This design comes from an exercise in tuning for a short achievable clock period and few clock cycles on the open sky130 flow, not from production work.
Only simulation tests tie the RTL to the original design; equivalence was not proved.
Power figures rest on the tool's default switching activity, not on a simulated workload.

==> design.v <==
`timescale 1ns / 1ps
module myCPU (
    input  wire         cpu_rst,
    input  wire         cpu_clk,
    output wire [13:0]  inst_addr,
    input  wire [31:0]  inst,
    output wire [31:0]  Bus_addr,
    input  wire [31:0]  Bus_rdata,
    output wire         Bus_wen,
    output wire [31:0]  Bus_wdata
);
localparam OP_R    = 7'b0110011;
localparam OP_I    = 7'b0010011;
localparam OP_LOAD = 7'b0000011;
localparam OP_S    = 7'b0100011;
localparam OP_B    = 7'b1100011;
localparam OP_LUI  = 7'b0110111;
localparam OP_JAL  = 7'b1101111;
localparam OP_JALR = 7'b1100111;
wire clk = cpu_clk;
wire rst = cpu_rst;
reg  [31:0] pc_f;
reg  [31:0] bv;
reg  [8:0]  btag [0:31];
reg  [13:0] btgt [0:31];
reg         ID_valid;
reg  [31:0] ID_inst;
reg  [31:0] ID_pc;
reg  [31:0] ID_pc4;
reg         ID_pred;
reg  [31:0] ID_pnext;
reg         EX_valid;
reg  [31:0] EX_A, EX_B, EX_S;
reg         EX_sub, EX_arith;
reg         EX_sel_add, EX_sel_and, EX_sel_or, EX_sel_xor, EX_sel_sll, EX_sel_sr, EX_sel_link;
reg  [4:0]  EX_rd;
reg         EX_wen, EX_ld, EX_st, EX_br, EX_jal, EX_jalr;
reg  [2:0]  EX_f3;
reg         EX_pnpc4;
reg  [31:0] EX_pnext, EX_chk, EX_tgt, EX_pc4, EX_pc;
reg         mis_r;
reg  [31:0] tgt_r;
reg  [31:0] MEM_res, MEM_sd;
reg         MEM_we, MEM_wen, MEM_ld, MEM_ctrl, MEM_taken, MEM_tagm;
reg  [4:0]  MEM_rd;
reg  [31:0] MEM_pc;
reg  [13:0] MEM_tgt;
reg  [31:0] WB_val;
reg         WB_wen;
reg  [4:0]  WB_rd;
reg  [31:0] rf [1:31];
wire [4:0]  bidx     = pc_f[6:2];
wire        btb_hit  = bv[bidx] & (btag[bidx] == pc_f[15:7]);
wire [31:0] pc_f4    = pc_f + 32'd4;
wire [31:0] pred_nxt = btb_hit ? {pc_f[31:16], btgt[bidx], 2'b00} : pc_f4;
assign inst_addr = pc_f[15:2];
wire [6:0] op  = ID_inst[6:0];
wire [2:0] f3  = ID_inst[14:12];
wire [4:0] rd  = ID_inst[11:7];
wire [4:0] rs1 = ID_inst[19:15];
wire [4:0] rs2 = ID_inst[24:20];
wire is_r    = (op == OP_R);
wire is_i    = (op == OP_I);
wire is_ld   = (op == OP_LOAD);
wire is_st   = (op == OP_S);
wire is_br   = (op == OP_B);
wire is_lui  = (op == OP_LUI);
wire is_jal  = (op == OP_JAL);
wire is_jalr = (op == OP_JALR);
wire use1    = is_r | is_i | is_ld | is_st | is_br | is_jalr;
wire use2    = is_r | is_st | is_br;
wire wen     = (is_r | is_i | is_ld | is_lui | is_jal | is_jalr) & (rd != 5'd0);
wire use_imm = is_i | is_ld | is_st | is_lui | is_jalr;
wire s = ID_inst[31];
wire [31:0] imm_i = {{20{s}}, ID_inst[31:20]};
wire [31:0] imm_s = {{20{s}}, ID_inst[31:25], ID_inst[11:7]};
wire [31:0] imm_b = {{19{s}}, s, ID_inst[7], ID_inst[30:25], ID_inst[11:8], 1'b0};
wire [31:0] imm_u = {ID_inst[31:12], 12'b0};
wire [31:0] imm_j = {{11{s}}, s, ID_inst[19:12], ID_inst[20], ID_inst[30:21], 1'b0};
wire [31:0] imm   = is_lui ? imm_u : is_st ? imm_s : imm_i;
wire [31:0] tgt_b  = ID_pc + imm_b;
wire [31:0] tgt_j  = ID_pc + imm_j;
wire [31:0] id_tgt = is_jal ? tgt_j : tgt_b;
wire [31:0] id_chk = ID_pnext - imm_i;
wire [31:0] mem_fwd = MEM_ld ? Bus_rdata : MEM_res;
wire h1_ex  = EX_wen  & (EX_rd  == rs1);
wire h2_ex  = EX_wen  & (EX_rd  == rs2);
wire h1_mem = MEM_wen & (MEM_rd == rs1);
wire h2_mem = MEM_wen & (MEM_rd == rs2);
wire h1_wb  = WB_wen  & (WB_rd  == rs1);
wire h2_wb  = WB_wen  & (WB_rd  == rs2);
wire stall = ID_valid & EX_ld & ((h1_ex & use1) | (h2_ex & use2));
wire [31:0] rf1 = (rs1 == 5'd0) ? 32'd0 : rf[rs1];
wire [31:0] rf2 = (rs2 == 5'd0) ? 32'd0 : rf[rs2];
wire st_taken = is_jal | (is_br & s);
wire redir_id = ID_valid & ~ID_pred & st_taken & ~stall & ~mis_r;
wire [31:0] bx  = EX_B ^ {32{EX_sub}};
wire [31:0] sum = EX_A + bx + {31'd0, EX_sub};
wire        eq  = (EX_A == EX_B);
wire        lt  = (EX_A[31] ^ EX_B[31]) ? EX_A[31] : sum[31];
wire        cond = EX_f3[2] ? (lt ^ EX_f3[0]) : (eq ^ EX_f3[0]);
wire [31:0] sll = EX_A << EX_B[4:0];
wire [31:0] sr  = $signed({EX_arith & EX_A[31], EX_A}) >>> EX_B[4:0];
wire [31:0] ex_oth = ({32{EX_sel_and}}  & (EX_A & EX_B))
                   | ({32{EX_sel_or}}   & (EX_A | EX_B))
                   | ({32{EX_sel_xor}}  & (EX_A ^ EX_B))
                   | ({32{EX_sel_sll}}  & sll)
                   | ({32{EX_sel_sr}}   & sr)
                   | ({32{EX_sel_link}} & EX_pc4);
wire [31:0] ex_res = ({32{EX_sel_add}} & sum) | ex_oth;
wire eq_tgt = (EX_tgt == EX_pnext);
wire taken  = EX_jal | (EX_br & cond);
wire mis    = EX_valid & ~mis_r & (
                EX_jalr ? (EX_A != EX_chk) :
                taken   ? ~eq_tgt : ~EX_pnpc4);
wire [31:0] red_tgt = EX_jalr ? sum : taken ? EX_tgt : EX_pc4;
wire s1_ex  = use1 & h1_ex;
wire s1_mem = use1 & ~h1_ex & h1_mem;
wire s1_wb  = use1 & ~h1_ex & ~h1_mem & h1_wb;
wire s1_rf  = use1 & ~h1_ex & ~h1_mem & ~h1_wb;
wire s2_ex  = h2_ex;
wire s2_mem = ~h2_ex & h2_mem;
wire s2_wb  = ~h2_ex & ~h2_mem & h2_wb;
wire s2_rf  = ~h2_ex & ~h2_mem & ~h2_wb;
wire [31:0] fwd1 = ({32{s1_ex & EX_sel_add}} & sum) | ({32{s1_ex}} & ex_oth)
                 | ({32{s1_mem}} & mem_fwd) | ({32{s1_wb}} & WB_val) | ({32{s1_rf}} & rf1);
wire [31:0] fwd2 = ({32{s2_ex & EX_sel_add}} & sum) | ({32{s2_ex}} & ex_oth)
                 | ({32{s2_mem}} & mem_fwd) | ({32{s2_wb}} & WB_val) | ({32{s2_rf}} & rf2);
wire [31:0] opb  = ({32{~use_imm & s2_ex & EX_sel_add}} & sum) | ({32{~use_imm & s2_ex}} & ex_oth)
                 | ({32{~use_imm & s2_mem}} & mem_fwd) | ({32{~use_imm & s2_wb}} & WB_val)
                 | ({32{~use_imm & s2_rf}} & rf2) | ({32{use_imm}} & imm);
always @(posedge clk or posedge rst) begin
  if (rst) begin
    pc_f     <= 32'd0;
    ID_valid <= 1'b0;
    EX_valid <= 1'b0;
    EX_wen <= 1'b0; EX_ld <= 1'b0; EX_st <= 1'b0; EX_br <= 1'b0; EX_jal <= 1'b0; EX_jalr <= 1'b0;
    mis_r <= 1'b0;
    MEM_we <= 1'b0; MEM_wen <= 1'b0; MEM_ld <= 1'b0; MEM_ctrl <= 1'b0;
    WB_wen <= 1'b0;
  end else begin
    if (mis_r)         pc_f <= tgt_r;
    else if (stall)    pc_f <= pc_f;
    else if (redir_id) pc_f <= id_tgt;
    else               pc_f <= pred_nxt;
    if (mis_r | redir_id) ID_valid <= 1'b0;
    else if (!stall)      ID_valid <= 1'b1;
    if (mis_r | stall | ~ID_valid) begin
      EX_valid <= 1'b0;
      EX_wen <= 1'b0; EX_ld <= 1'b0; EX_st <= 1'b0; EX_br <= 1'b0; EX_jal <= 1'b0; EX_jalr <= 1'b0;
    end else begin
      EX_valid <= 1'b1;
      EX_wen  <= wen;
      EX_ld   <= is_ld;
      EX_st   <= is_st;
      EX_br   <= is_br;
      EX_jal  <= is_jal;
      EX_jalr <= is_jalr;
    end
    mis_r <= mis;
    MEM_we   <= EX_st & ~mis_r;
    MEM_wen  <= EX_wen & ~mis_r;
    MEM_ld   <= EX_ld & ~mis_r;
    MEM_ctrl <= (EX_br | EX_jal | EX_jalr) & ~mis_r;
    WB_wen <= MEM_wen;
  end
end
always @(posedge clk or posedge rst) begin
  if (rst) bv <= 32'd0;
  else if (MEM_ctrl) begin
    if (MEM_taken)     bv[MEM_pc[6:2]] <= 1'b1;
    else if (MEM_tagm) bv[MEM_pc[6:2]] <= 1'b0;
  end
end
always @(posedge clk) begin
  if (MEM_ctrl & MEM_taken) begin
    btag[MEM_pc[6:2]] <= MEM_pc[15:7];
    btgt[MEM_pc[6:2]] <= MEM_tgt;
  end
  if (!stall) begin
    ID_inst  <= inst;
    ID_pc    <= pc_f;
    ID_pc4   <= pc_f4;
    ID_pred  <= btb_hit;
    ID_pnext <= pred_nxt;
  end
  EX_A       <= fwd1;
  EX_B       <= opb;
  EX_S       <= fwd2;
  EX_sub     <= is_br | (is_r & (f3 == 3'b000) & ID_inst[30]);
  EX_arith   <= ID_inst[30];
  EX_sel_add <= ((is_r | is_i) & (f3 == 3'b000)) | is_ld | is_st | is_lui;
  EX_sel_and <= (is_r | is_i) & (f3 == 3'b111);
  EX_sel_or  <= (is_r | is_i) & (f3 == 3'b110);
  EX_sel_xor <= (is_r | is_i) & (f3 == 3'b100);
  EX_sel_sll <= (is_r | is_i) & (f3 == 3'b001);
  EX_sel_sr  <= (is_r | is_i) & (f3 == 3'b101);
  EX_sel_link <= is_jal | is_jalr;
  EX_rd      <= rd;
  EX_f3      <= f3;
  EX_pnext   <= redir_id ? id_tgt : ID_pnext;
  EX_pnpc4   <= ~redir_id & (ID_pnext == ID_pc4);
  EX_chk     <= id_chk;
  EX_tgt     <= id_tgt;
  EX_pc4     <= ID_pc4;
  EX_pc      <= ID_pc;
  tgt_r <= red_tgt;
  MEM_res   <= ex_res;
  MEM_sd    <= EX_S;
  MEM_rd    <= EX_rd;
  MEM_taken <= taken | EX_jalr;
  MEM_tagm  <= (btag[EX_pc[6:2]] == EX_pc[15:7]);
  MEM_pc    <= EX_pc;
  MEM_tgt   <= EX_jalr ? sum[15:2] : EX_tgt[15:2];
  WB_val <= mem_fwd;
  WB_rd  <= MEM_rd;
  if (WB_wen) rf[WB_rd] <= WB_val;
end
assign Bus_addr  = MEM_res;
assign Bus_wdata = MEM_sd;
assign Bus_wen   = MEM_we;
endmodule
==> run.sh <==
#!/bin/bash
# synth_recipe.tcl (not shown) runs the flow's synth.tcl, then flattens the netlist and writes it again
# the make line also repeats each setting of config.mk as NAME=value (left out here)
make -C /OpenROAD-flow-scripts/flow DESIGN_CONFIG=/design/flow/config.mk WORK_HOME=/design/flow/orfs CLKGATE_MAP_FILE= SYNTH_SCRIPT=/design/flow/synth_recipe.tcl finish
==> config.mk <==
export PLATFORM = sky130hd
export DESIGN_NAME = myCPU
export DESIGN_NICKNAME = myCPU
export VERILOG_FILES = /design/flow/design.v
export SDC_FILE = /design/flow/constraint.sdc
export NUM_CORES = 4
export LEC_CHECK = 0
export ABC_CLOCK_PERIOD_IN_PS = 3000
export CAP_MARGIN = 20
export CORE_MARGIN = 2
export CORE_UTILIZATION = 40
export CTS_BUF_LIST = sky130_fd_sc_hd__clkbuf_16 sky130_fd_sc_hd__clkbuf_8
export CTS_CLUSTER_DIAMETER = 60
export CTS_CLUSTER_SIZE = 30
export SETUP_SLACK_MARGIN = 5.0
export SLEW_MARGIN = 20
==> constraint.sdc <==
create_clock -name core_clock -period 8.5 [get_ports {cpu_clk}]
set_input_delay 1.7000 -clock core_clock [delete_from_list [all_inputs] [get_ports {cpu_clk}]]
set_output_delay 1.7000 -clock core_clock [all_outputs]
set_load 0.01 [all_outputs]
==> results.txt, run 1 <==
Run status
The run finished with no timing, DRC or antenna violations.

Global routing
In the global route stage, overall resource usage came out at 0.281. The initial antenna violation count was 27. After global routing the overflow that remains totals 0. The maximum number of pins on one net before global-route repair is 103. The wire length of the first global-routing pass is 555000 um. The via count of the first global-routing pass came to 70200.

Synth
Yosys mapped a number of flops with a built-in enable equal to 1855. The net count after synthesis is 7203. Counting flops with an async set or reset pin after synthesis yields a share of 0.0330. Dividing the synthesized area by the synthesized cell count gives 15.8 sq um. The count of distinct cell types in the synthesized netlist is 91. Synthesis inferred 2365 register bits.

After technology mapping, the gate count stands at 6972. The synthesized area is 0.110 sq mm. The commonest register cell after synthesis is sky130_fd_sc_hd__edfxtp_1. Of the synthesized area, sequential elements account for 0.600. The count of synthesis-stage warnings from yosys is 1.

Clocking
The worst-case clock buffer depth is 4. In this run, CTS created clock tree buffers numbering 185. For the worst-skew pair, the clock arrives at the later sink with an insertion delay of 910 ps. The clock tree from TritonCTS is yes. The number of hold buffers added after cts is 0.

The TritonCTS sink count is 2365. CTS placed an instance of sky130_fd_sc_hd__clkbuf_16 at the clock tree root. Clock-pin slew was measured on the worst setup and hold paths at 90 ps. The H-tree was split into 4 levels.

STA
The tightest hold path in the finished design has a slack of 331 ps. Setup violations remaining at the end of the flow were counted as 0. The post-route fraction of the period consumed by the critical path is 0.483. Clock skew on the completed layout was measured at 94.9 ps. The final hold violation count is 0. The number of max-slew violations in the final report came to 0. The routed design could run at a clock period as short as 4100 ps.

For the pin with the worst max-slew slack, the measured transition is 1170 ps. The setup TNS is 0 ps. Setup repair after global routing could not meet its margin everywhere. The setup slack of the critical path after layout is 4400 ps. The worst relative slew slack is 0.214. Based on the critical path, the design can be clocked at up to 0.244 GHz.

Floorplan
The die is 530 um wide. After floorplanning, the core was sized to cover 0.274 sq mm. Row generation in the floorplan step produced 192 rows. The area of the die is 0.280 sq mm. The vertical die dimension is 530 um.

For this design the top-level I/O count stands at 145. The initial utilization of the core area, before any placement, comes to 0.403.

Worst setup path
The slowest stage of the critical path is the sky130_fd_sc_hd__edfxtp_1 cell. Counting both buffers and inverters, the worst setup path holds a total of 3. The setup path with the least slack is of type reg2reg. STA classifies the critical path endpoint as a flip-flop.

The worst register-to-register path begins at ID_inst[5]. Broken down by cell family, the worst path's largest delay share belongs to compound AO/OA/AOI/OAI gates. STA puts the critical path data required time at 9290 ps. The worst setup path is launched from a flip-flop.

The maximum fanout along the worst path is 5. The total stage count of the critical path is 19. The signal on the critical path passes through nand2_2 -> nor3_4 -> buf_12 -> nand2_8 -> o21ai_4 -> ha_4 -> inv_2 -> fa_2 -> nor2b_4 -> o2111ai_4 -> a311oi_2 -> buf_4 -> o21ai_4 -> a211oi_4 -> nor2_1 -> a221o_1 -> xnor2_2 -> o21ai_1 -> o21ai_1.

Data arrives at the worst endpoint at 4890 ps. The cell count of the worst reg-to-reg path is 19. The most critical setup path has its startpoint at ID_inst[5]. For this run, the slowest stage of the critical path takes 630 ps.

Detailed routing
The highest routing layer actually used is met5. The detail route stage leaves a number of antenna-violating nets equal to 0. The vias after detailed routing is 72700. After the first detailed-routing iteration, the DRC count stood at 10100. In the detailed route, the total length drawn on met3 is 43300 um.

In the routed layout, each cell is associated on average with a via count of 6.47. The routed metal-1 wire length is 155000 um. The average detailed-routed wire length per instance is 35.9 um. For this run, design rule violations remaining after detail routing come to 0.

The total length of routed met2 wires is 179000 um. The count of TritonRoute iterations in the first routing pass is 9. Summed over all layers, the routed wires come to 403000 um.

Power and ir drop
Total power for the finished layout comes to 35100 uW. The analysis attributes to cell leakage a power of 0.0448 uW. The largest vdd supply drop is 0.000232 V. The power per unit of standard cell area is 268 mW/mm^2.

Layout
At the end of the flow, the number of nets in the layout was 7606. Relative to the synthesized area, the layout overhead comes to 18.8%. With fillers left out, the area of the finished cells amounts to 0.131 sq mm. Across the whole layout, storage elements account for 0.0665 sq mm.

The most frequent standard cell in the layout excluding fill and tap cells is sky130_fd_sc_hd__edfxtp_1. The fraction of layout cells with a size suffix above 1 is 0.336. Summing all multi-input logic gate instances after layout gives 0.0452 sq mm. The most flop-heavy register is rf. In the layout the commonest cells are 1855 x sky130_fd_sc_hd__edfxtp_1, 906 x sky130_fd_sc_hd__mux4_2, 387 x sky130_fd_sc_hd__buf_4.

The number of flip-flops in the largest register is 992. The layout has 23000 filler cells.

Placed design
Summing all placed instances gives a cell area of 0.117 sq mm. Before CTS, the worst setup slack after placement is 2730 ps. In this run the tool buffered the top-level ports with 144 buffer cells. Routability-driven placement finished with a final weighted congestion of 0.975. Summed over all nets, the half-perimeter wirelength after detailed placement is 239000 um.

Worst hold path
The worst hold path begins at EX_S[4]. The worst hold path class is reg2reg. The worst hold path passes through 0 cells.

Flow run
The reported max-cap violation count is 0.
## path summary, 6_finish.rpt
kind | to | slack, ps
setup reg to reg | pc_f[25] | 4400
max in group asynchronous | mis_r | 5960
hold / removal | MEM_sd[4] | 330
min in group asynchronous | asynchronous set/reset pin | 1340
hold reg to reg | MEM_sd[4] | 330
setup / recovery | pc_f[25] | 4400
## synthesized netlist by cell type, types with 30 or more instances
library cell               count  area (sq um)
sky130_fd_sc_hd__a211oi_1    122           916
sky130_fd_sc_hd__a21o_1       67           503
sky130_fd_sc_hd__a21oi_1     193           966
sky130_fd_sc_hd__a22oi_1      79           593
sky130_fd_sc_hd__a31oi_1      42           263
sky130_fd_sc_hd__and3_1       32           200
sky130_fd_sc_hd__buf_1       109           409
sky130_fd_sc_hd__buf_2        58           290
sky130_fd_sc_hd__clkbuf_1    312          1170
sky130_fd_sc_hd__dfrtp_1      78          1950
sky130_fd_sc_hd__dfxtp_1     432          8650
sky130_fd_sc_hd__edfxtp_1   1855         55700
sky130_fd_sc_hd__ha_1        162          2030
sky130_fd_sc_hd__inv_1       175           657
sky130_fd_sc_hd__mux2_2       95          1070
sky130_fd_sc_hd__mux2i_1     227          2270
sky130_fd_sc_hd__mux4_2      906         20400
sky130_fd_sc_hd__nand2_1     338          1270
sky130_fd_sc_hd__nand3_1      66           330
sky130_fd_sc_hd__nand4_1      60           375
sky130_fd_sc_hd__nor2_1      368          1380
sky130_fd_sc_hd__nor2b_1      30           188
sky130_fd_sc_hd__nor3_1       63           315
sky130_fd_sc_hd__nor4_1       49           307
sky130_fd_sc_hd__o211ai_1     56           420
sky130_fd_sc_hd__o21ai_0     190           951
sky130_fd_sc_hd__o221ai_1     50           438
sky130_fd_sc_hd__o31ai_1      43           323
sky130_fd_sc_hd__xnor2_1     108           946
sky130_fd_sc_hd__xor2_1      182          1590
## cell type report
type | count | area share
sequential | 2365 | 0.506
multi-input combinational | 3921 | 0.344
timing repair buffer | 721 | 0.0588
clock buffer | 188 | 0.0358
tap | 3686 | 0.0351
clock inverter | 147 | 0.0139
inverter | 180 | 0.00540
antenna | 22 | 0.000419
timing repair inverter | 1 | 0.0000572
## routing by layer
layer  vias to the layer above  GRT usage
li1                      28900          -
met1                     38100      0.382
met2                      4669      0.421
met3                       980     0.0635
met4                        16      0.149
met5                         -    0.00154
## logic make-up after synthesis
group | share of synthesized area
compound gates | 0.0681
xor+xnor | 0.0230
fa+ha+maj | 0.0189
buf+inv | 0.0256
flops | 0.600
mux | 0.216
simple gates | 0.0487
## worst reg2reg max path, stage by stage, from the launching register on
cell and delay (ps):
sky130_fd_sc_hd__edfxtp_1 630, sky130_fd_sc_hd__nand2_2 150, sky130_fd_sc_hd__nor3_4 220, sky130_fd_sc_hd__buf_12 150, sky130_fd_sc_hd__nand2_8 60, sky130_fd_sc_hd__o21ai_4 150
sky130_fd_sc_hd__ha_4 170, sky130_fd_sc_hd__inv_2 40, sky130_fd_sc_hd__fa_2 360, sky130_fd_sc_hd__nor2b_4 160, sky130_fd_sc_hd__o2111ai_4 130, sky130_fd_sc_hd__a311oi_2 250
sky130_fd_sc_hd__buf_4 170, sky130_fd_sc_hd__o21ai_4 90, sky130_fd_sc_hd__a211oi_4 360, sky130_fd_sc_hd__nor2_1 70, sky130_fd_sc_hd__a221o_1 420, sky130_fd_sc_hd__xnor2_2 200
sky130_fd_sc_hd__o21ai_1 150, sky130_fd_sc_hd__o21ai_1 80
## repair_timing
item                       in CTS  in global routing
setup buffers                 243                107
gates resized for setup       623                326
setup endpoints to repair     444                312
gates cloned                   31                  5
pin swaps                     190                194
## per-stage QoR
step,std cells,utilization
global route,11200,0.479
finish,11200,0.479
CTS,11100,0.469
global placement,10500,0.426
floorplan,6972,-
detailed placement,10500,0.426
## where the power goes
part	internal [uW]	switching, uW
sequential	13900	1620
combinational	4640	5500
clock	4610	4870
total	23200	12000
Testbench counts, summed over its fixed seeds: cycles 218,737.
==> inputs of run 2 (changes only) <==
--- a/config.mk
+++ b/config.mk
@@ -9,8 +9,5 @@
 export CAP_MARGIN = 20
 export CORE_MARGIN = 2
 export CORE_UTILIZATION = 40
-export CTS_BUF_LIST = sky130_fd_sc_hd__clkbuf_16 sky130_fd_sc_hd__clkbuf_8
-export CTS_CLUSTER_DIAMETER = 60
-export CTS_CLUSTER_SIZE = 30
 export SETUP_SLACK_MARGIN = 5.0
 export SLEW_MARGIN = 20
==> run 2 against run 1 <==
Against the previous run: register-to-register slack got worse by 30 ps; global-route usage rose by 0.30 points; critical path depth rose by 3; combinational power barely moved; largest power group unchanged; sequential cell count did not move; sequential share of layout area fell by 1.1 points; sequential power barely moved; first-iteration DRC count rose by 4.1%; die area did not move; power rose by 6.5%; still clean; highest routed layer unchanged; worst hold slack got worse by 5.9 ps.
==> results.txt, run 2 <==
Synth
The total of flip-flops plus latches after synthesis is 2365. The net count after synthesis is 7203. Counting flops with a built-in enable in the synthesized netlist gives 1855.

In this run the cell area of the synthesized design comes to 0.110 sq mm. The post-synthesis average cell area is 15.8 sq um. Ranked by total cell area, the synthesized netlist is headed by sky130_fd_sc_hd__edfxtp_1 50%, sky130_fd_sc_hd__mux4_2 18%, sky130_fd_sc_hd__dfxtp_1 7.8%. In the synthesized netlist the dominant register cell turns out to be sky130_fd_sc_hd__edfxtp_1. The sequential share of the synthesized area is 0.600. The most instantiated library cell after synthesis is sky130_fd_sc_hd__edfxtp_1. The top cell type's share of synthesized area is 0.504. By count the netlist is led by 1855 x sky130_fd_sc_hd__edfxtp_1, 906 x sky130_fd_sc_hd__mux4_2, 432 x sky130_fd_sc_hd__dfxtp_1. Summed over all instances, the cell type with the most area after synthesis is sky130_fd_sc_hd__edfxtp_1. In this run, distinct cell masters in the synthesized netlist total 91.

The cell count after synthesis came out at 6972. Counting flops with an async set or reset pin after synthesis yields a share of 0.0330. The count of synthesis-stage warnings from yosys is 1.

STA
The setup TNS is 0 ps. Headroom to the max-slew limit came out at 0.241. Setup repair after global routing could not meet its margin everywhere. Of the available clock period, the critical path in the final layout requires 0.486. The actual slew at the worst max-slew pin is 1130 ps. The shortest period the worst path allows is 4130 ps. The number of max-slew violations in the final report came to 0. The count of final setup violators is 0. The worst hold-check slack is 325 ps. For the final database, setup skew stands at 79.9 ps.

The final hold violation count is 0. The upper clock frequency limit is 0.242 GHz.

Detailed routing
The remaining antenna violation count after routing is 0. After detailed routing, the number of remaining DRC violations is 0. In this run, the number of DRC markers left after iteration 0 of detailed routing was 10600. Dividing the detail-routed wire length by the instance count gives 35.6 um.

Before antenna repair, the detailed router went through 6 iterations. The vias after detailed routing is 73700. The wire length after detailed routing is 407000 um. The detailed-route vias per instance is 6.46.

Worst setup path
The family of cells with the greatest summed delay on the critical path is compound AO/OA/AOI/OAI gates. The kind of critical path is reg2reg. For this run, the slowest stage of the critical path takes 570 ps. In this run the critical register-to-register path is captured at pc_f[25]. The signal on the critical path passes through nand2_2 -> nor3_4 -> buf_6 -> nand2_8 -> buf_6 -> nand2_4 -> o21ai_4 -> ha_4 -> inv_2 -> fa_2 -> nor2b_4 -> o2111ai_4 -> a311oi_2 -> buf_4 -> o21ai_4 -> a211oi_4 -> buf_4 -> nor2_2 -> a221o_1 -> xnor2_2 -> o21ai_1 -> o21ai_1.

The arrival time of the worst setup path is 4880 ps. The capturing element type of the critical path is a flip-flop. The register-to-register path setup slack is 4370 ps. The cell count of the worst reg-to-reg path is 22. The startpoint identified for the worst register-to-register timing path is ID_inst[2]. At the worst endpoint, the required time is 9250 ps. The buffering stage count on the worst path with inverters included is 5.

STA classifies the critical path startpoint as a flip-flop. The largest individual stage delay along the critical path comes from the cell sky130_fd_sc_hd__edfxtp_1. In this run the worst path has a maximum fanout of 4.

Power and ir drop
The share of total power dissipated in sequential elements is 0.415. Summed over all cells, the static leakage comes to 0.0461 uW. The largest vdd supply drop is 0.000184 V. After layout, the design draws a total of 37400 uW. Of the total power, the clock network draws 0.309. Summed over all nets, the switching power comes to 12100 uW.

The combinational cell fraction of total power is 0.276. The share of total power consumed by net switching is 0.323. The internal power consumption is 25300 uW. The power per unit of standard cell area is 279 mW/mm^2.

Global routing
The via count of the first global-routing pass is 71300. The initial antenna violation count is 25. Across every metal layer, demand over resource in global routing totals 0.284.

After global routing the overflow that remains totals 0. The wire length of the first global-routing pass is 561000 um. Entering global routing, the biggest net connects 103 pins.

Flow run
The reported max-cap violation count is 0.

Layout
The final-stage net count is 7722. The area growth from synthesis to layout is 21.5%. Of the cells placed in the final design, the portion with a size suffix greater than 1 is 0.344. The library cells used most frequently in the layout, excluding fill and tap cells, are 1855 x sky130_fd_sc_hd__edfxtp_1, 906 x sky130_fd_sc_hd__mux4_2, 376 x sky130_fd_sc_hd__buf_4.

Summing all non-filler instances in the final layout gives an area of 0.134 sq mm. The register with the most flip-flops in the layout has 992 of them. More flip-flops sit in one register than any other, and that register is rf.

The most frequent standard cell in the layout excluding fill and tap cells is sky130_fd_sc_hd__edfxtp_1.

Worst hold path
The worst hold path endpoint is MEM_sd[29]. In this run the worst hold path is classified as reg2reg. The source of the worst hold timing path is EX_S[29]. The hold-critical path depth is 0.

Floorplan
The starting density of the core is 0.403. 145 I/O pins were placed. The cell row count is 192. The floorplan step set the die height to 530 um. After floorplanning, the core was sized to cover 0.274 sq mm. The die boundary width is 530 um. The area of the die is 0.280 sq mm.

Clocking
For the worst-skew pair, the clock arrives at the later sink with an insertion delay of 910 ps. The clock tree from TritonCTS is yes. The clock passes through at most 4 buffers. CTS built an H-tree with a depth of 5. After clock tree synthesis, the clock-pin slew on the worst setup and hold paths is 60 ps. The number of hold buffers added after cts is 0. The CTS buffer count is 264. The TritonCTS sink count is 2365.

The clock root buffer master is sky130_fd_sc_hd__clkbuf_16.

Placed design
The count of buffers added on input and output ports is 144. Once detailed placement completed, the half-perimeter wirelength came to 239000 um. The congestion estimate from routability-driven global placement came to 0.975. The placed instances occupy a cell area of 0.117 sq mm.

Run status
The run finished with no timing, DRC or antenna violations.
[run 2: layer usage]
layer  routed length, um  GRT usage  vias up  part of all wire
li1                    -          -    29200                 -
met4               26400      0.157       10             0.065
met3               44200     0.0641     1028              0.11
met2              180000      0.422     4765              0.44
met5                  65          0        -           0.00016
met1              156000      0.386    38700              0.38
[run 2: power groups by stage]
| stage | Combinational [uW] | Clock, uW | Sequential [uW] |
|---|---|---|---|
| floorplan | 5710 | 0 | 14800 |
| global placement | 7760 | 0 | 15800 |
| detailed placement | 7800 | 0 | 15900 |
| CTS | 9650 | 11600 | 15500 |
| global route | 10800 | 12100 | 15600 |
| finish | 10300 | 11500 | 15500 |
[run 2: logic make-up after synthesis]
logic type | Yosys count | share of synthesized area
buffers and inverters | 690 | 0.0256
adders and majority gates | 165 | 0.0189
muxes | 1234 | 0.216
AOI/OAI and AO/OA | 1085 | 0.0681
DFF | 2365 | 0.600
and+or+nand+nor | 1143 | 0.0487
xor gates and xnor gates | 290 | 0.0230
[run 2: worst max path at each step]
| stage | slack [ps] | end | cells past startpoint | startpoint |
|---|---|---|---|---|
| 3_3_place_gp | 2810 | EX_B[20] | 12 | EX_sub |
| 4_1_cts | 4480 | pc_f[25] | 21 | ID_inst[5] |
| 2_1_floorplan | 630 | ID_inst[0] | 8 | ID_inst[21] |
| 6_report | 4370 | pc_f[25] | 22 | ID_inst[2] |
| 3_5_place_dp | 2730 | EX_B[20] | 12 | EX_sub |
| 5_1_grt | 4220 | pc_f[25] | 22 | ID_inst[2] |
[run 2: stage by stage]
step / utilization / worst slack, ps / instances
after global routing: 0.489 / 4220 / 11400
after floorplan: - / 635 / 6972
after CTS: 0.478 / 4480 / 11300
final: 0.490 / 4370 / 11400
after global placement: 0.426 / 2810 / 10500
after detailed placement: 0.426 / 2730 / 10500
[run 2: layout make-up]
class                      count  area, sq um
fill                       22700       140000
sequential                  2365        66500
multi-input combinational   3920        45400
timing repair buffer         759         8260
clock buffer                 369         7390
tap                         3686         4610
clock inverter               115         1260
inverter                     180          709
antenna                       14         35.0
timing repair inverter         1         7.51
[run 2: repair_timing]
action                     in CTS  in global routing
gates resized for setup       641                401
gates cloned                   37                  2
pin swaps                     157                198
setup endpoints to repair     431                256
setup buffers                 260                123
==> inputs of run 3 (changes only) <==
--- a/design.v
+++ b/design.v
@@ -1,4 +1,34 @@
 `timescale 1ns / 1ps
+module ksadd #(parameter W = 32) (
+  input  wire [W-1:0] a,
+  input  wire [W-1:0] b,
+  input  wire         ci,
+  output wire [W-1:0] s,
+  output wire [W-1:0] sn
+);
+  wire [W-1:0] p0 = a ^ b;
+  wire [W-1:0] g0 = (a & b) | {{(W-1){1'b0}}, p0[0] & ci};
+  wire [6*W-1:0] g, p;
+  assign g[W-1:0] = g0;
+  assign p[W-1:0] = p0;
+  genvar l, i;
+  generate
+    for (l = 0; l < 5; l = l + 1) begin : lv
+      for (i = 0; i < W; i = i + 1) begin : bt
+        if (i >= (1 << l)) begin : m
+          assign g[(l+1)*W+i] = g[l*W+i] | (p[l*W+i] & g[l*W+i-(1 << l)]);
+          assign p[(l+1)*W+i] = p[l*W+i] & p[l*W+i-(1 << l)];
+        end else begin : c
+          assign g[(l+1)*W+i] = g[l*W+i];
+          assign p[(l+1)*W+i] = p[l*W+i];
+        end
+      end
+    end
+  endgenerate
+  wire [W-1:0] c = {g[5*W+W-2:5*W], ci};
+  assign s  = p0 ^ c;
+  assign sn = ~(p0 ^ c);
+endmodule
 module myCPU (
     input  wire         cpu_rst,
     input  wire         cpu_clk,
@@ -29,8 +59,9 @@
 reg  [31:0] ID_pc4;
 reg         ID_pred;
 reg  [31:0] ID_pnext;
+reg  [31:0] ID_tgtb, ID_tgtj;
 reg         EX_valid;
-reg  [31:0] EX_A, EX_B, EX_S;
+reg  [31:0] EX_A, EX_Bx, EX_S;
 reg         EX_sub, EX_arith;
 reg         EX_sel_add, EX_sel_and, EX_sel_or, EX_sel_xor, EX_sel_sll, EX_sel_sr, EX_sel_link;
 reg  [4:0]  EX_rd;
@@ -54,6 +85,12 @@
 wire [31:0] pc_f4    = pc_f + 32'd4;
 wire [31:0] pred_nxt = btb_hit ? {pc_f[31:16], btgt[bidx], 2'b00} : pc_f4;
 assign inst_addr = pc_f[15:2];
+wire        fs = inst[31];
+wire [31:0] f_imm_b = {{19{fs}}, fs, inst[7], inst[30:25], inst[11:8], 1'b0};
+wire [31:0] f_imm_j = {{11{fs}}, fs, inst[19:12], inst[20], inst[30:21], 1'b0};
+wire [31:0] f_tgtb, f_tgtj, f_unb, f_unj;
+ksadd #(32) u_tgtb (.a(pc_f), .b(f_imm_b), .ci(1'b0), .s(f_tgtb), .sn(f_unb));
+ksadd #(32) u_tgtj (.a(pc_f), .b(f_imm_j), .ci(1'b0), .s(f_tgtj), .sn(f_unj));
 wire [6:0] op  = ID_inst[6:0];
 wire [2:0] f3  = ID_inst[14:12];
 wire [4:0] rd  = ID_inst[11:7];
@@ -74,14 +111,12 @@
 wire s = ID_inst[31];
 wire [31:0] imm_i = {{20{s}}, ID_inst[31:20]};
 wire [31:0] imm_s = {{20{s}}, ID_inst[31:25], ID_inst[11:7]};
-wire [31:0] imm_b = {{19{s}}, s, ID_inst[7], ID_inst[30:25], ID_inst[11:8], 1'b0};
 wire [31:0] imm_u = {ID_inst[31:12], 12'b0};
-wire [31:0] imm_j = {{11{s}}, s, ID_inst[19:12], ID_inst[20], ID_inst[30:21], 1'b0};
 wire [31:0] imm   = is_lui ? imm_u : is_st ? imm_s : imm_i;
-wire [31:0] tgt_b  = ID_pc + imm_b;
-wire [31:0] tgt_j  = ID_pc + imm_j;
-wire [31:0] id_tgt = is_jal ? tgt_j : tgt_b;
-wire [31:0] id_chk = ID_pnext - imm_i;
+wire [31:0] id_tgt = is_jal ? ID_tgtj : ID_tgtb;
+wire [31:0] id_chk, id_chkn;
+ksadd #(32) u_chk (.a(ID_pnext), .b(~imm_i), .ci(1'b1), .s(id_chk), .sn(id_chkn));
+wire sub_id = is_br | (is_r & (f3 == 3'b000) & ID_inst[30]);
 wire [31:0] mem_fwd = MEM_ld ? Bus_rdata : MEM_res;
 wire h1_ex  = EX_wen  & (EX_rd  == rs1);
 wire h2_ex  = EX_wen  & (EX_rd  == rs2);
@@ -94,16 +129,16 @@
 wire [31:0] rf2 = (rs2 == 5'd0) ? 32'd0 : rf[rs2];
 wire st_taken = is_jal | (is_br & s);
 wire redir_id = ID_valid & ~ID_pred & st_taken & ~stall & ~mis_r;
-wire [31:0] bx  = EX_B ^ {32{EX_sub}};
-wire [31:0] sum = EX_A + bx + {31'd0, EX_sub};
-wire        eq  = (EX_A == EX_B);
-wire        lt  = (EX_A[31] ^ EX_B[31]) ? EX_A[31] : sum[31];
+wire [31:0] sum, sumn;
+ksadd #(32) u_alu (.a(EX_A), .b(EX_Bx), .ci(EX_sub), .s(sum), .sn(sumn));
+wire        eq  = &(EX_A ^ EX_Bx);
+wire        lt  = (EX_A[31] ~^ EX_Bx[31]) ? EX_A[31] : sum[31];
 wire        cond = EX_f3[2] ? (lt ^ EX_f3[0]) : (eq ^ EX_f3[0]);
-wire [31:0] sll = EX_A << EX_B[4:0];
-wire [31:0] sr  = $signed({EX_arith & EX_A[31], EX_A}) >>> EX_B[4:0];
-wire [31:0] ex_oth = ({32{EX_sel_and}}  & (EX_A & EX_B))
-                   | ({32{EX_sel_or}}   & (EX_A | EX_B))
-                   | ({32{EX_sel_xor}}  & (EX_A ^ EX_B))
+wire [31:0] sll = EX_A << EX_Bx[4:0];
+wire [31:0] sr  = $signed({EX_arith & EX_A[31], EX_A}) >>> EX_Bx[4:0];
+wire [31:0] ex_oth = ({32{EX_sel_and}}  & (EX_A & EX_Bx))
+                   | ({32{EX_sel_or}}   & (EX_A | EX_Bx))
+                   | ({32{EX_sel_xor}}  & (EX_A ^ EX_Bx))
                    | ({32{EX_sel_sll}}  & sll)
                    | ({32{EX_sel_sr}}   & sr)
                    | ({32{EX_sel_link}} & EX_pc4);
@@ -126,9 +161,12 @@
                  | ({32{s1_mem}} & mem_fwd) | ({32{s1_wb}} & WB_val) | ({32{s1_rf}} & rf1);
 wire [31:0] fwd2 = ({32{s2_ex & EX_sel_add}} & sum) | ({32{s2_ex}} & ex_oth)
                  | ({32{s2_mem}} & mem_fwd) | ({32{s2_wb}} & WB_val) | ({32{s2_rf}} & rf2);
-wire [31:0] opb  = ({32{~use_imm & s2_ex & EX_sel_add}} & sum) | ({32{~use_imm & s2_ex}} & ex_oth)
-                 | ({32{~use_imm & s2_mem}} & mem_fwd) | ({32{~use_imm & s2_wb}} & WB_val)
-                 | ({32{~use_imm & s2_rf}} & rf2) | ({32{use_imm}} & imm);
+wire [31:0] subv = {32{sub_id}};
+wire [31:0] opb  = ({32{~use_imm & ~sub_id & s2_ex & EX_sel_add}} & sum)
+                 | ({32{~use_imm &  sub_id & s2_ex & EX_sel_add}} & sumn)
+                 | ({32{~use_imm & s2_ex & ~EX_sel_add}} & (ex_oth ^ subv))
+                 | ({32{~use_imm & s2_mem}} & (mem_fwd ^ subv)) | ({32{~use_imm & s2_wb}} & (WB_val ^ subv))
+                 | ({32{~use_imm & s2_rf}} & (rf2 ^ subv)) | ({32{use_imm}} & imm);
 always @(posedge clk or posedge rst) begin
   if (rst) begin
     pc_f     <= 32'd0;
@@ -183,11 +221,13 @@
     ID_pc4   <= pc_f4;
     ID_pred  <= btb_hit;
     ID_pnext <= pred_nxt;
+    ID_tgtb  <= f_tgtb;
+    ID_tgtj  <= f_tgtj;
   end
   EX_A       <= fwd1;
-  EX_B       <= opb;
+  EX_Bx      <= opb;
   EX_S       <= fwd2;
-  EX_sub     <= is_br | (is_r & (f3 == 3'b000) & ID_inst[30]);
+  EX_sub     <= sub_id;
   EX_arith   <= ID_inst[30];
   EX_sel_add <= ((is_r | is_i) & (f3 == 3'b000)) | is_ld | is_st | is_lui;
   EX_sel_and <= (is_r | is_i) & (f3 == 3'b111);
==> run 3 against run 2 <==
Against the previous run: sequential cell count is 47 higher; first-iteration DRC count decreased by 3.6%; clock power barely moved; largest power group unchanged.
==> results.txt, run 3 <==
Run status
The flow ran to the end and the layout has no timing, DRC or antenna violations.

Detailed routing
The detailed router finished its first iteration with 10200 violations. Dividing the detail-routed wire length by the instance count gives 34.9 um. After detailed routing, the number of vias per cell comes to 6.38. The routed layout has 74400 vias. The remaining antenna violation count after routing is 0. The first detailed-routing pass ran for 7 iterations. The wire length after detailed routing is 407000 um. For this run, design rule violations remaining after detail routing come to 0.

STA
The number of max-slew violations in the final report is 0. Setup violations remaining at the end of the flow were counted as 0. Of the available clock period, the critical path in the final layout requires 0.485. In this run the tightest slew margin relative to its limit is 0.102. The actual slew at the worst max-slew pin is 1340 ps. The final hold violation count is 0. The shortest period the worst path allows is 4130 ps. Across the routed clock network, the largest skew measured is 95.1 ps. The setup TNS is 0 ps. The worst hold-check slack is 325 ps.

Setup repair after global routing could not meet its margin everywhere. The upper clock frequency limit is 0.242 GHz.

Worst setup path
The register-to-register path setup slack is 4370 ps. The element type at the critical path start is a flip-flop. Walking the worst path, the cells encountered are buf_12 -> inv_8 -> buf_12 -> ha_4 -> a21o_1 -> a21oi_2 -> o21ai_1 -> or3b_4 -> o221ai_4 -> a31oi_4 -> a21oi_2 -> o21ai_1 -> a31o_2 -> fa_2 -> inv_2 -> a21oi_4 -> xnor2_2 -> a21oi_4 -> buf_8 -> mux2_4 -> o21a_1. The end of the critical path is tgt_r[15]. The startpoint identified for the worst register-to-register timing path is EX_Bx[4]. The kind of critical path is reg2reg.

In this run the worst setup path begins at EX_Bx[4]. The capturing element type of the critical path is a flip-flop. The critical path's largest stage delay is 410 ps. The required time reported for the critical path endpoint is 9330 ps. Data arrives at the worst endpoint at 4960 ps. The library cell contributing the largest single delay on the critical path is sky130_fd_sc_hd__or3b_4. Of all nets on the critical path, the largest fanout is 8. The endpoint identified for the worst register-to-register timing path is tgt_r[15]. The worst register-to-register path has a depth of 21.

Layout
The finished layout holds 11700 standard cells, fillers aside. The total area of multi-input combinational cells is 0.0460 sq mm. The most frequent standard cell in the layout excluding fill and tap cells is sky130_fd_sc_hd__edfxtp_1. The most flop-heavy register is rf. The register with the most flip-flops in the layout has 992 of them. The fraction of layout cells with a size suffix above 1 is 0.317. The net count of the finished layout is 7888.

In the final layout, flip-flops and latches occupy 0.0679 sq mm. Fill cells in the final layout number 23800. In the layout the commonest cells are 1901 x sky130_fd_sc_hd__edfxtp_1, 924 x sky130_fd_sc_hd__mux4_2, 356 x sky130_fd_sc_hd__dfxtp_1. Relative to the synthesized area, the layout overhead comes to 18.8%.

Synth
Yosys mapped a number of flops with a built-in enable equal to 1901. For this run, the number of Yosys warnings is 1. The synthesized area is 0.114 sq mm. The largest total area in the synthesized netlist belongs to sky130_fd_sc_hd__edfxtp_1. After synthesis, the most frequently instantiated cells are 1901 x sky130_fd_sc_hd__edfxtp_1, 923 x sky130_fd_sc_hd__mux4_2, 433 x sky130_fd_sc_hd__dfxtp_1. In the synthesized netlist the dominant register cell turns out to be sky130_fd_sc_hd__edfxtp_1.

By area the synthesized netlist is led by sky130_fd_sc_hd__edfxtp_1 50%, sky130_fd_sc_hd__mux4_2 18%, sky130_fd_sc_hd__dfxtp_1 7.6%. Synthesis produced a netlist with a net count of 7498. The post-synthesis average cell area is 15.6 sq um.

Of the synthesized area, sequential elements account for 0.595. Of the post-synthesis cell area, the dominant cell type holds 0.502. The proportion of register bits with asynchronous set or reset after synthesis is 0.0323. After synthesis the netlist holds a flip-flop and latch count of 2412. Yosys instantiated no cell more often than sky130_fd_sc_hd__edfxtp_1. After synthesis, the netlist uses 103 different library cells. The number of cells produced by synthesis is 7281.

Global routing
The initial antenna violation count is 47. The via count of the first global-routing pass is 73400. In the global route stage, overall resource usage came out at 0.275. The maximum number of pins on one net before global-route repair is 103. The total overflow left after global routing is 0.

The first global-routing pass estimated 562000 um of wire.

Clocking
The worst-case clock buffer depth is 4. The clock root buffer master is sky130_fd_sc_hd__clkbuf_16. The insertion delay of the later-clocked pin in the worst-skew pair is 930 ps. TritonCTS built the clock tree. Clock-pin slew was measured on the worst setup and hold paths at 60 ps. CTS saw 2412 sinks. Counting the buffers created by CTS gives 268. The H-tree generated during clock tree synthesis spans 5 levels.

Floorplan
From left edge to right edge, the die measures 537 um. The vertical die dimension is 537 um. The starting density of the core is 0.403.

The placeable core region is 0.283 sq mm. The boundary pin count is 145. The die covers 0.289 sq mm.

The cell row count is 195.

Power and ir drop
Summed over all cells, the static leakage comes to 0.0466 uW. The power per unit of standard cell area is 276 mW/mm^2. The largest vdd supply drop is 0.000214 V.

Placed design
The number of cells in the design after placement is 10800. The final estimated routing congestion in global placement is 0.962. The HPWL after detailed placement is 250000 um. The quantity of I/O buffers inserted on ports is 144.

Worst hold path
The min-delay analysis places its worst path in the category reg2reg.

Flow run
The reported max-cap violation count is 0.
run 3: changes by cell type after synthesis, sizes merged, moves of 22 or more:
cell,change
a211oi,-92
nand4,-23
edfxtp,+46
mux4,+24
a31oi,-22
xnor2,+65
a21oi,+112
nand3,+35
o21ai,+70
buf,+24
o31ai,-24
xor2,-36
mux2i,+71
nor2,+27
run 3: how the worst min path moves through the flow:
stage | startpoint | slack, ps | end | cells past startpoint
after floorplan | EX_S[0] | 310 | MEM_sd[0] | 0
after global placement | EX_S[21] | 320 | MEM_sd[21] | 0
after detailed placement | EX_S[3] | 310 | MEM_sd[3] | 0
after CTS | EX_S[9] | 320 | MEM_sd[9] | 0
after global routing | EX_S[16] | 330 | MEM_sd[16] | 0
final | EX_S[3] | 330 | MEM_sd[3] | 0
run 3: power breakdown:
part	switching [uW]	internal (uW)
Clock	4940	6380
Combinational	5570	4680
Sequential	1500	14300
run 3: per-stage QoR:
stage / worst slack (ps) / utilization / instance area, sq um / total power, uW
finish: 4370 / 0.478 / 135000 / 37400
global route: 4250 / 0.478 / 135000 / 38500
CTS: 4430 / 0.471 / 133000 / 36800
detailed placement: 2960 / 0.425 / 120000 / 24200
global placement: 2960 / 0.425 / 120000 / 24100
floorplan: 4520 / - / 114000 / 21000
run 3: kinds of logic after synthesis:
family,share of synthesized area
fa+ha+maj,0.0170
compound gates,0.0692
buf+inv,0.0270
simple gates,0.0465
flops,0.595
mux,0.220
xor+xnor,0.0246
run 3: area by class of cell:
class	count	area share
inverter	195	0.00593
timing repair inverter	5	0.000509
multi-input combinational	4140	0.340
clock buffer	353	0.0537
clock inverter	134	0.00885
timing repair buffer	649	0.0529
antenna	24	0.000444
sequential	2412	0.503
tap	3743	0.0347
run 3: timing repair:
item | 4_1_cts | 5_1_grt
gates resized for setup | 604 | 264
hold buffers | 0 | 0
pin swaps | 78 | 118
cloned | 36 | 4
buffers inserted | 196 | 85
endpoints found under the setup margin | 559 | 220
run 3: worst max-delay path: cells and delay by family, from the launching register on:
kind | cells | cell delay [ps]
compound gates | 11 | 1760
fa+ha+maj | 2 | 580
buf+inv | 5 | 520
simple gates | 1 | 410
flops | 1 | 360
mux | 1 | 300
xor+xnor | 1 | 160
run 3: per-layer routing:
layer  global-route usage  routed length, um  share of wire  up-vias
li1                     -                  -              -    29900
met1                0.372             157000           0.39    39000
met2                0.419             183000           0.45     4463
met3               0.0593              41700           0.10      940
met4                0.142              24000          0.059       22
met5                    0                247        0.00061        -
Testbench counts of run 3, summed over its fixed seeds: cycles 218,737.
==> inputs of run 4 (changes only) <==
--- a/design.v
+++ b/design.v
@@ -70,7 +70,9 @@
 reg         EX_pnpc4;
 reg  [31:0] EX_pnext, EX_chk, EX_tgt, EX_pc4, EX_pc;
 reg         mis_r;
-reg  [31:0] tgt_r;
+reg  [31:0] tgt_a, tgt_n;
+reg         tgt_s;
+reg  [13:0] pc_on;
 reg  [31:0] MEM_res, MEM_sd;
 reg         MEM_we, MEM_wen, MEM_ld, MEM_ctrl, MEM_taken, MEM_tagm;
 reg  [4:0]  MEM_rd;
@@ -84,7 +86,7 @@
 wire        btb_hit  = bv[bidx] & (btag[bidx] == pc_f[15:7]);
 wire [31:0] pc_f4    = pc_f + 32'd4;
 wire [31:0] pred_nxt = btb_hit ? {pc_f[31:16], btgt[bidx], 2'b00} : pc_f4;
-assign inst_addr = pc_f[15:2];
+assign inst_addr = ~pc_on;
 wire        fs = inst[31];
 wire [31:0] f_imm_b = {{19{fs}}, fs, inst[7], inst[30:25], inst[11:8], 1'b0};
 wire [31:0] f_imm_j = {{11{fs}}, fs, inst[19:12], inst[20], inst[30:21], 1'b0};
@@ -118,17 +120,24 @@
 ksadd #(32) u_chk (.a(ID_pnext), .b(~imm_i), .ci(1'b1), .s(id_chk), .sn(id_chkn));
 wire sub_id = is_br | (is_r & (f3 == 3'b000) & ID_inst[30]);
 wire [31:0] mem_fwd = MEM_ld ? Bus_rdata : MEM_res;
-wire h1_ex  = EX_wen  & (EX_rd  == rs1);
-wire h2_ex  = EX_wen  & (EX_rd  == rs2);
+wire [31:0] tgt_r = tgt_s ? tgt_a : tgt_n;
+wire m2       = ID_valid & (ID_pc == tgt_r);
+wire m3       = (pc_f == tgt_r);
+wire kill_id  = mis_r & ~m2;
+wire redirect = mis_r & ~m2 & ~m3;
+wire ID_live  = ID_valid & ~kill_id;
+wire ex_wen_l = EX_wen & ~mis_r;
+wire h1_ex  = ex_wen_l & (EX_rd  == rs1);
+wire h2_ex  = ex_wen_l & (EX_rd  == rs2);
 wire h1_mem = MEM_wen & (MEM_rd == rs1);
 wire h2_mem = MEM_wen & (MEM_rd == rs2);
 wire h1_wb  = WB_wen  & (WB_rd  == rs1);
 wire h2_wb  = WB_wen  & (WB_rd  == rs2);
-wire stall = ID_valid & EX_ld & ((h1_ex & use1) | (h2_ex & use2));
+wire stall = ID_live & EX_ld & ((h1_ex & use1) | (h2_ex & use2));
 wire [31:0] rf1 = (rs1 == 5'd0) ? 32'd0 : rf[rs1];
 wire [31:0] rf2 = (rs2 == 5'd0) ? 32'd0 : rf[rs2];
 wire st_taken = is_jal | (is_br & s);
-wire redir_id = ID_valid & ~ID_pred & st_taken & ~stall & ~mis_r;
+wire redir_id = ID_live & ~ID_pred & st_taken & ~stall;
 wire [31:0] sum, sumn;
 ksadd #(32) u_alu (.a(EX_A), .b(EX_Bx), .ci(EX_sub), .s(sum), .sn(sumn));
 wire        eq  = &(EX_A ^ EX_Bx);
@@ -148,7 +157,6 @@
 wire mis    = EX_valid & ~mis_r & (
                 EX_jalr ? (EX_A != EX_chk) :
                 taken   ? ~eq_tgt : ~EX_pnpc4);
-wire [31:0] red_tgt = EX_jalr ? sum : taken ? EX_tgt : EX_pc4;
 wire s1_ex  = use1 & h1_ex;
 wire s1_mem = use1 & ~h1_ex & h1_mem;
 wire s1_wb  = use1 & ~h1_ex & ~h1_mem & h1_wb;
@@ -167,9 +175,11 @@
                  | ({32{~use_imm & s2_ex & ~EX_sel_add}} & (ex_oth ^ subv))
                  | ({32{~use_imm & s2_mem}} & (mem_fwd ^ subv)) | ({32{~use_imm & s2_wb}} & (WB_val ^ subv))
                  | ({32{~use_imm & s2_rf}} & (rf2 ^ subv)) | ({32{use_imm}} & imm);
+wire [31:0] pc_nxt = redirect ? tgt_r : stall ? pc_f : redir_id ? id_tgt : pred_nxt;
 always @(posedge clk or posedge rst) begin
   if (rst) begin
     pc_f     <= 32'd0;
+    pc_on    <= 14'h3fff;
     ID_valid <= 1'b0;
     EX_valid <= 1'b0;
     EX_wen <= 1'b0; EX_ld <= 1'b0; EX_st <= 1'b0; EX_br <= 1'b0; EX_jal <= 1'b0; EX_jalr <= 1'b0;
@@ -177,13 +187,11 @@
     MEM_we <= 1'b0; MEM_wen <= 1'b0; MEM_ld <= 1'b0; MEM_ctrl <= 1'b0;
     WB_wen <= 1'b0;
   end else begin
-    if (mis_r)         pc_f <= tgt_r;
-    else if (stall)    pc_f <= pc_f;
-    else if (redir_id) pc_f <= id_tgt;
-    else               pc_f <= pred_nxt;
-    if (mis_r | redir_id) ID_valid <= 1'b0;
+    pc_f  <= pc_nxt;
+    pc_on <= ~pc_nxt[15:2];
+    if (redirect | redir_id) ID_valid <= 1'b0;
     else if (!stall)      ID_valid <= 1'b1;
-    if (mis_r | stall | ~ID_valid) begin
+    if (stall | ~ID_live) begin
       EX_valid <= 1'b0;
       EX_wen <= 1'b0; EX_ld <= 1'b0; EX_st <= 1'b0; EX_br <= 1'b0; EX_jal <= 1'b0; EX_jalr <= 1'b0;
     end else begin
@@ -244,7 +252,9 @@
   EX_tgt     <= id_tgt;
   EX_pc4     <= ID_pc4;
   EX_pc      <= ID_pc;
-  tgt_r <= red_tgt;
+  tgt_a <= EX_jalr ? sum : EX_tgt;
+  tgt_n <= EX_pc4;
+  tgt_s <= EX_jalr | taken;
   MEM_res   <= ex_res;
   MEM_sd    <= EX_S;
   MEM_rd    <= EX_rd;
==> run 4 against run 3 <==
Against the previous run: worst hold slack improved by 0.74 ps; critical path type unchanged; sequential share of layout area hardly changed; highest routed layer unchanged; largest power group unchanged; sequential power about the same; via count up 2.1%; maximum frequency grew 4.7%; register-to-register slack improved by 190 ps; worst setup slack better by 190 ps; first-iteration DRC count increased by 1.8%; combinational power shrank 8%.
==> results.txt, run 4 <==
STA
The upper clock frequency limit is 0.254 GHz. Setup repair after global routing could not meet its margin everywhere. The setup TNS is 0 ps. Hold is met by 326 ps. The routed design could run at a clock period as short as 3940 ps. The actual slew at the worst max-slew pin is 1310 ps. Setup violations remaining at the end of the flow were counted as 0. Across the routed clock network, the largest skew measured is 111 ps. The final hold violation count was 0. The worst relative slew slack is 0.119. The number of max-slew violations in the final report is 0.

The post-route fraction of the period consumed by the critical path is 0.463.

Synth
The number of different library cells used by synthesis comes to 94. Yosys attributes the largest share of cell area to sky130_fd_sc_hd__edfxtp_1 50%, sky130_fd_sc_hd__mux4_2 18%, sky130_fd_sc_hd__dfxtp_1 7.8%. Of the post-synthesis cell area, the dominant cell type holds 0.497. Each instance of the synthesized netlist takes up on average 15.7 sq um. By count the netlist is led by 1917 x sky130_fd_sc_hd__edfxtp_1, 947 x sky130_fd_sc_hd__mux4_2, 451 x sky130_fd_sc_hd__dfxtp_1. The cell area that synthesis handed to floorplanning was 0.116 sq mm. In the synthesized netlist, the number of instances is 7364.

The count of synthesis-stage warnings from yosys is 1. The share of the Yosys chip area taken by registers is 0.595. The total of flip-flops plus latches after synthesis is 2460. The cell accounting for the most synthesized area is sky130_fd_sc_hd__edfxtp_1.

For this run, the leading register cell type out of synthesis is sky130_fd_sc_hd__edfxtp_1. The most instantiated library cell after synthesis is sky130_fd_sc_hd__edfxtp_1. In this run, synthesis inferred 1917 flip-flops with an integrated enable. The net count after synthesis is 7581. Of all flip-flops after synthesis, the portion carrying an async set or reset was 0.0374.

Clocking
The clock-pin slew reported for the worst setup and hold paths after clock tree synthesis is 60 ps. The longest clock path from root to sink contains 4 buffers. The clock tree from TritonCTS is yes. After clock tree synthesis, the flow added hold-fix buffers numbering 0.

The H-tree was split into 5 levels. The TritonCTS sink count is 2460. The CTS buffer count is 277. The cell sitting at the root of the clock tree is a sky130_fd_sc_hd__clkbuf_16. The insertion delay of the later-clocked pin in the worst-skew pair is 930 ps.

Floorplan
In this run the horizontal extent of the chip is 542 um. The core region is 0.288 sq mm. The boundary pin count is 145. The vertical die dimension is 542 um. The cell row count is 197.

The area of the die is 0.294 sq mm. For this configuration, the core starts out at a cell density of 0.402.

Detailed routing
The detailed-route vias per instance is 6.45. In the detailed route, the total length drawn on met2 is 188000 um. The remaining antenna violation count after routing is 0. The length of routed met3 wiring is 45200 um. The routed metal-1 wire length is 163000 um. Summed over all layers, the routed wires come to 424000 um. The vias after detailed routing is 75900.

After detailed routing, the number of remaining DRC violations is 0. The average detailed-routed wire length per instance is 36.1 um. The detailed router finished its first iteration with 10300 violations. The detailed router used layers up to and including met5.

The first detailed-routing pass ran for 8 iterations.

Worst setup path
The cell count of the worst reg-to-reg path is 18. The first element of the critical path is EX_Bx[3]. The critical path goes through buf_12 -> clkinv_16 -> ha_4 -> o21a_1 -> o31a_1 -> o221a_4 -> o211ai_1 -> a21oi_2 -> o21ai_4 -> a31oi_4 -> o211ai_1 -> nand2_1 -> fa_2 -> o21ai_4 -> xor2_2 -> a21oi_2 -> mux2_4 -> a2111oi_4. Of all nets on the critical path, the largest fanout is 6.

The register-to-register path setup slack is 4560 ps. The worst setup path is of the reg2reg kind. For the worst setup path, the data required time is 9340 ps. For this run, the slowest stage of the critical path takes 370 ps. The library cell contributing the largest single delay on the critical path is sky130_fd_sc_hd__dfxtp_4. Data on the critical path arrives at its endpoint at 4780 ps. The worst setup path is captured at a flip-flop. The end of the critical path is mis_r. The launch point of the worst reg-to-reg path is EX_Bx[3].

The end of the worst register-to-register path is mis_r. The worst setup path is launched from a flip-flop.

Layout
From synthesis to final layout, the design area changed by 18.8%. Summing all non-filler instances in the final layout gives an area of 0.138 sq mm. More flip-flops sit in one register than any other, and that register is rf.

Leaving out fill and tap cells, the most frequent cells in the layout are 1917 x sky130_fd_sc_hd__edfxtp_1, 948 x sky130_fd_sc_hd__mux4_2, 374 x sky130_fd_sc_hd__dfxtp_1. Leaving out fill and tap cells, the most frequent cell in the layout is sky130_fd_sc_hd__edfxtp_1. The count of filler cells inserted in the layout is 24200.

The register with the most flip-flops in the layout has 992 of them. Of the cells placed in the final design, the portion with a size suffix greater than 1 is 0.321. For this run, the post-layout net count is 7956.

Flow run
The reported max-cap violation count is 0.

Power and ir drop
The power per unit of standard cell area is 273 mW/mm^2. The share of total power consumed by net switching is 0.314. The internal power consumption is 25700 uW. The share of total power dissipated in sequential elements is 0.428. The largest vdd supply drop is 0.000187 V. The net switching power of the design is 11800 uW.

The reported leakage power is 0.0474 uW. The share of total power dissipated in combinational logic is 0.249. Of the total power, the clock network draws 0.324.

Global routing
The leftover overflow at the end of global routing is 0. Entering global routing, the biggest net connects 113 pins. The via count of the first global-routing pass was 74000.

The first global-routing pass estimated 582000 um of wire. The initial antenna violation count came to 33. The global-route usage over all layers is 0.281.

Worst hold path
The worst hold path class is reg2reg. The hold-critical path depth is 0.

Placed design
The HPWL after detailed placement is 262000 um. After detailed placement, the total cell area comes to 0.123 sq mm. In this run the tool buffered the top-level ports with 144 buffer cells. The congestion estimate from routability-driven global placement came to 0.994.

Run status
The flow ran to the end and the layout has no timing, DRC or antenna violations.
-- run 4: cell type report --
type	count	area (sq um)	area share
Sequential cell	2460	69200	0.502
Multi-Input combinational cell	4202	47000	0.341
Clock buffer	362	7610	0.0553
Timing Repair Buffer	616	6710	0.0488
Tap cell	3781	4730	0.0344
Clock inverter	142	1590	0.0116
Inverter	179	774	0.00563
Antenna cell	14	35.0	0.000255
Timing Repair inverter	3	27.5	0.000200
-- run 4: worst max-delay path, delay by kind of cell, from the launching register on --
| kind | cells | cell delay, ps |
|---|---|---|
| AO/OA/AOI/OAI | 11 | 2110 |
| XOR/XNOR | 1 | 110 |
| adder cells (fa/ha/maj) | 2 | 600 |
| buffers and inverters | 2 | 240 |
| flip-flops | 1 | 370 |
| multiplexers | 1 | 330 |
| AND/OR/NAND/NOR | 1 | 100 |
-- run 4: through the flow --
| step | utilization | total power [uW] | setup slack [ps] | instances |
|---|---|---|---|---|
| finish | 0.478 | 37600 | 4560 | 11800 |
| global route | 0.478 | 38700 | 4450 | 11700 |
| CTS | 0.471 | 37200 | 4520 | 11700 |
| detailed placement | 0.426 | 24400 | 3080 | 11000 |
| global placement | 0.426 | 24300 | 3020 | 11000 |
| floorplan | - | 21100 | 4420 | 7364 |
-- run 4: worst min path at each step --
stage | slack [ps] | start | to
4_1_cts | 330 | EX_S[23] | MEM_sd[23]
5_1_grt | 330 | EX_S[23] | MEM_sd[23]
2_1_floorplan | 310 | EX_S[0] | MEM_sd[0]
3_5_place_dp | 310 | EX_S[23] | MEM_sd[23]
6_report | 330 | EX_S[23] | MEM_sd[23]
3_3_place_gp | 310 | EX_S[30] | MEM_sd[30]
-- run 4: logic make-up (layout without fill, tap and decap cells) --
kind of cell	count (synthesis)	count (layout)	synth area share
other	0	14	0
and+or+nand+nor	1245	1245	0.0490
AOI/OAI and AO/OA	1101	1101	0.0664
adders and majority gates	151	151	0.0167
xor gates and xnor gates	369	369	0.0279
buffers and inverters	702	1302	0.0243
muxes	1336	1336	0.221
DFF	2460	2460	0.595
-- run 4: routing by layer --
metal | GRT usage | vias to the layer above
li1 | - | 30300
met1 | 0.380 | 39600
met2 | 0.423 | 4895
met3 | 0.0597 | 1065
met4 | 0.156 | 10
met5 | 0 | -
-- run 4: power by group through the flow --
stage / logic [uW] / clock network [uW] / registers [uW]
2_1_floorplan: 5730 / 0 / 15400
3_3_place_gp: 7870 / 0 / 16400
3_5_place_dp: 7920 / 0 / 16500
4_1_cts: 8880 / 12300 / 16100
5_1_grt: 9760 / 12700 / 16200
6_report: 9340 / 12200 / 16100
-- run 4: timing repair --
item,4_1_cts,5_1_grt
gates cloned,20,11
setup buffers,129,80
gates resized for setup,627,185
setup endpoints to repair,676,257
pin swaps,100,91
Testbench counts of run 4, summed over its fixed seeds: cycles 216,787.

re-timing with driven ports:
How much do the figures lean on ideal ports? The routed layouts below were timed once more, with nothing changed but the port constraints. Step 1 assumes that a clkbuf_16 drives the clock port and a buf_2 every other input. Step 2 times the ports against the registers' clock, not the clock port: input delays grow and output delays shrink by t, the midpoint of the rising clock arrivals with the driver on. a / b / c = ideal / step 1 / step 2; a / b = the first two.
run	t (ns)	setup slack, ns	worst register clock-pin slew, ns
run 1	0.958	4.397 / 4.397 / 4.397	0.11 / 0.11
run 2	0.960	4.371 / 4.371 / 4.371	0.07 / 0.07
run 3	0.984	4.374 / 4.374 / 3.904	0.07 / 0.07
run 4	0.975	4.560 / 4.560 / 4.050	0.07 / 0.07
After both steps every run listed still meets setup and hold. The setup slack of run 4, which loses most, moves by 0.000 ns with the drivers and by -0.510 ns with both steps.
